Context: an optimization exercise on an open-source flow, tuned for small area. The choices shown serve that exercise and are no tape-out recipe. The clock input has no modelled driver; a real chip could not lean on it and would need a root buffer or a full tree.

==> run a: inputs <==
## spi_regbank
module spi_regbank
(
    input  spi_clk,
    input  rst_n,
    input  spi_ss_n,
    input  spi_di,
    output spi_do
);
==> module spi_regbank, before the edit <==
module spi_regbank
(
    input  spi_clk,
    input  rst_n,
    input  spi_ss_n,
    input  spi_di,
    output spi_do
);
    reg  [5:0]  cnt;
    reg         clr;
    reg  [3:0]  hdr;           
    reg  [15:0] r0, r1, r2, r3, r4, r5;
    always @(posedge spi_clk or negedge rst_n)
        if (!rst_n)        cnt <= 6'd8;
        else if (spi_ss_n) cnt <= 6'd8;
        else               cnt <= cnt + 6'd1;
    wire data_ph = cnt[5] & ~cnt[4];
    wire hold    = cnt[5] | (cnt[4] & cnt[3] & (cnt[2] | cnt[1]));
    wire a21_ph  = cnt[4] & ~cnt[3] & cnt[2] & cnt[1];
    always @(posedge spi_clk or negedge rst_n)
        if (!rst_n) clr <= 1'b1;
        else if (hold) clr <= 1'b0;
    wire hi  = hdr[1] | (cnt[0] ? hdr[2] : hdr[0]);
    wire ins = spi_di | (a21_ph & hi);
    always @(posedge spi_clk)
        if (!hold) hdr <= {hdr[2:0], ins};
    wire [2:0] a  = hdr[3:1];
    wire       rd = hdr[0];
    wire [5:0] m;
    assign m[0] = ~a[2] & ~a[1] & ~a[0];
    assign m[1] = ~a[2] & ~a[1] &  a[0];
    assign m[2] = ~a[2] &  a[1] & ~a[0];
    assign m[3] = ~a[2] &  a[1] &  a[0];
    assign m[4] =  a[2] & ~a[1] & ~a[0];
    assign m[5] =  a[2] & ~a[1] &  a[0];
    wire [5:0] en = ({6{data_ph}} & m) | {6{clr}};
    wire t03 = a[1] ? (a[0] ? r3[15] : r2[15]) : (a[0] ? r1[15] : r0[15]);
    wire t45 = ~a[1] & (a[0] ? r5[15] : r4[15]);
    wire top = a[2] ? t45 : t03;
    assign spi_do = rd & data_ph & top;
    wire d0 = ~clr & (rd ? top : spi_di);
    always @(posedge spi_clk) if (en[0]) r0 <= {r0[14:0], d0};
    always @(posedge spi_clk) if (en[1]) r1 <= {r1[14:0], d0};
    always @(posedge spi_clk) if (en[2]) r2 <= {r2[14:0], d0};
    always @(posedge spi_clk) if (en[3]) r3 <= {r3[14:0], d0};
    always @(posedge spi_clk) if (en[4]) r4 <= {r4[14:0], d0};
    always @(posedge spi_clk) if (en[5]) r5 <= {r5[14:0], d0};
endmodule
==> flow/config.mk <==
export PLATFORM = sky130hd
export DESIGN_NAME = spi_regbank
export DESIGN_NICKNAME = spi_regbank
export VERILOG_FILES = /design/flow/design.v
export SDC_FILE = /design/flow/constraint.sdc
export NUM_CORES = 4
export LEC_CHECK = 0
export CAP_MARGIN = 20
export CORE_MARGIN = 2
export CORE_UTILIZATION = 40
export PLACE_DENSITY = 0.6
export SLEW_MARGIN = 20
==> flow/constraint.sdc <==
create_clock -name core_clock -period 5.0 [get_ports {spi_clk}]
set_input_delay 1.0000 -clock core_clock [delete_from_list [all_inputs] [get_ports {spi_clk}]]
set_output_delay 1.0000 -clock core_clock [all_outputs]
set_load 0.01 [all_outputs]
standard.sh (not shown) runs the stock make flow with config.mk's settings and CLKGATE_MAP_FILE= SYNTH_SCRIPT=/design/flow/synth_recipe.tcl, a recipe that flattens the netlist after the stock synthesis.
==> flow/flow/run.sh <==
#!/bin/bash
export PRE_CTS_TCL=$PWD/flow/mycts.tcl
export MY_CTS_LEAF=sky130_fd_sc_hd__clkbuf_8
export MY_CTS_ROOT=sky130_fd_sc_hd__clkbuf_4
export MY_CTS_GROUP=20
bash standard.sh > standard.log 2>&1
==> flow/flow/mycts.tcl <==
# Hooked in before clock tree synthesis (PRE_CTS_TCL). Replaces
# clock_tree_synthesis with a small two-level buffer tree: the sinks are split
# into a grid of groups of about CTS_GROUP sinks, each driven by one
# CTS_LEAF buffer at the group's centre; one CTS_ROOT buffer at the clock
# port drives the leaf buffers.
rename clock_tree_synthesis orig_clock_tree_synthesis
proc clock_tree_synthesis {args} {
  set leaf $::env(MY_CTS_LEAF)
  set root $::env(MY_CTS_ROOT)
  set gsize $::env(MY_CTS_GROUP)
  set block [ord::get_db_block]
  set clk_name [get_full_name [lindex [get_property [lindex [all_clocks] 0] sources] 0]]
  set pins {}
  foreach it [[$block findNet $clk_name] getITerms] {
    set inst [$it getInst]
    set bb [$inst getBBox]
    lappend pins [list [$inst getName] [$it getMTerm] \
      [expr {([$bb xMin]+[$bb xMax])/2}] [expr {([$bb yMin]+[$bb yMax])/2}]]
  }
  set n [llength $pins]
  set ng [expr {int(ceil(double($n)/$gsize))}]
  # grid: gx columns, gy rows, gx*gy >= ng, following the sink region's shape
  set xs [lmap p $pins {lindex $p 2}]
  set ys [lmap p $pins {lindex $p 3}]
  set w [expr {max(1.0, [tcl::mathfunc::max {*}$xs] - [tcl::mathfunc::min {*}$xs])}]
  set h [expr {max(1.0, [tcl::mathfunc::max {*}$ys] - [tcl::mathfunc::min {*}$ys])}]
  set gx [expr {max(1, int(round(sqrt($ng * $w / $h))))}]
  set gy [expr {int(ceil(double($ng)/$gx))}]
  puts "mycts: $n sinks, $gx x $gy groups of $leaf, root $root"
  set sorted [lsort -integer -index 2 $pins]
  set per [expr {int(ceil(double($n)/$gx))}]
  set k 0
  for {set c 0} {$c < $gx} {incr c} {
    set col [lsort -integer -index 3 [lrange $sorted [expr {$c*$per}] [expr {($c+1)*$per-1}]]]
    set m [llength $col]
    if {$m == 0} continue
    set per2 [expr {int(ceil(double($m)/$gy))}]
    for {set r 0} {$r < $gy} {incr r} {
      set grp [lrange $col [expr {$r*$per2}] [expr {($r+1)*$per2-1}]]
      if {[llength $grp] == 0} continue
      set sx 0; set sy 0; set lp {}
      foreach p $grp {
        set sx [expr {$sx + [lindex $p 2]}]; set sy [expr {$sy + [lindex $p 3]}]
        lappend lp [get_pins "[lindex $p 0]/[[lindex $p 1] getName]"]
      }
      set cx [expr {$sx/[llength $grp]/1000.0}]; set cy [expr {$sy/[llength $grp]/1000.0}]
      insert_buffer -buffer_cell $leaf -load_pins $lp -location [list $cx $cy] \
        -buffer_name clkleaf_$k -net_name clknet_leaf_$k
      incr k
    }
  }
  insert_buffer -buffer_cell $root -net $clk_name -buffer_name clkroot -net_name clknet_root
  set_propagated_clock [all_clocks]
  puts "mycts: inserted $k leaf buffers"
}
==> run b (differences from run a) <==
--- a/flow/design.v
+++ b/flow/design.v
@@ -10,3 +10,3 @@
     reg         clr;
-    reg  [3:0]  hdr;           
+    reg  [5:0]  hdr;           
     reg  [15:0] r0, r1, r2, r3, r4, r5;
@@ -18,3 +18,2 @@
     wire hold    = cnt[5] | (cnt[4] & cnt[3] & (cnt[2] | cnt[1]));
-    wire a21_ph  = cnt[4] & ~cnt[3] & cnt[2] & cnt[1];
     always @(posedge spi_clk or negedge rst_n)
@@ -22,8 +21,7 @@
         else if (hold) clr <= 1'b0;
-    wire hi  = hdr[1] | (cnt[0] ? hdr[2] : hdr[0]);
-    wire ins = spi_di | (a21_ph & hi);
     always @(posedge spi_clk)
-        if (!hold) hdr <= {hdr[2:0], ins};
-    wire [2:0] a  = hdr[3:1];
+        if (!hold) hdr <= {hdr[4:0], spi_di};
+    wire [4:0] a  = hdr[5:1];
     wire       rd = hdr[0];
+    wire g = data_ph & ~a[4] & ~a[3];
     wire [5:0] m;
@@ -35,3 +33,3 @@
     assign m[5] =  a[2] & ~a[1] &  a[0];
-    wire [5:0] en = ({6{data_ph}} & m) | {6{clr}};
+    wire [5:0] en = ({6{g}} & m) | {6{clr}};
     wire t03 = a[1] ? (a[0] ? r3[15] : r2[15]) : (a[0] ? r1[15] : r0[15]);
@@ -39,3 +37,3 @@
     wire top = a[2] ? t45 : t03;
-    assign spi_do = rd & data_ph & top;
+    assign spi_do = rd & g & top;
     wire d0 = ~clr & (rd ? top : spi_di);
--- a/flow/flow/run.sh
+++ b/flow/flow/run.sh
@@ -4,3 +4,3 @@
 export MY_CTS_ROOT=sky130_fd_sc_hd__clkbuf_4
-export MY_CTS_GROUP=20
+export MY_CTS_GROUP=18
 bash standard.sh > standard.log 2>&1
--- a/flow/flow/mycts.tcl
+++ b/flow/flow/mycts.tcl
@@ -11,3 +11,4 @@
   set block [ord::get_db_block]
-  set clk_name [get_full_name [lindex [get_property [lindex [all_clocks] 0] sources] 0]]
+  set clk_port [lindex [get_ports -of_objects [get_clocks *]] 0]
+  set clk_name [get_name $clk_port]
   set pins {}
- ABC_AREA: not set -> 1
==> results.json <==
{
  "synth_cell_types": 18,
  "synth_top_area_share_pct": 86.7,
  "outcome": "did not finish",
  "initial_core_util_pct": 40.9,
  "stop_stage": "clock tree synthesis",
  "stop_error": "[ERROR STA-2204] get_property  is not an object.",
  "gp_congestion": 0.733,
  "post-place-ws_ps": 2420,
  "chipHeight_um": 98.0,
  "die_w_um": 98.0
}
[end of results for run b]
==> results.json <==
{
  "chipHeight_um": 97.5,
  "synth_top_area_share_pct": 85.9,
  "die_w_um": 97.5,
  "synth_cell_types": 29,
  "outcome": "no timing/DRC/antenna violations",
  "wl_per_cell_um": 16.1,
  "max_slew_margin_pct": 56.3,
  "design_area_um2": 3750,
  "initial_core_util_pct": 40.7,
  "gp_congestion": 0.775,
  "synthTopCellsByCount": "edfxtp_1, nor2b_1, dfrtp_1, nor2_1"
}
[end of results for run a]
No run of this note included a check of the RTL's function; only the layout flow was run. In run a the design's own scripts or RTL, not TritonCTS, make the clock network.

## re-timing with driven ports
How much do the figures lean on ideal ports? The routed layout below was timed once more, with nothing changed but the port constraints.
Step 1 assumes that a clkbuf_16 drives the clock port and a buf_2 every other input.
Step 2 adds t to the input delays and takes it off the output delays; t is the mean of the earliest and latest rising clock arrival at the registers after step 1. Input paths then give back, and output paths get back, about the clock's delay inside the block.
Slacks: ideal ports / drivers / drivers and shift; pairs: ideal ports / drivers.
run: run a
t (ns): 0.433
slack for setup (ns): 1.900 / 1.887 / 2.321
worst hold slack (ns): 0.416 / 0.416 / 0.416
clock arrival spread, ns: 0.014 / 0.015
pins driven straight from the clock port: 1
After both steps setup and hold are still met in run a. The setup slack of run a moves by -0.013 ns with the drivers and by +0.421 ns with both steps.
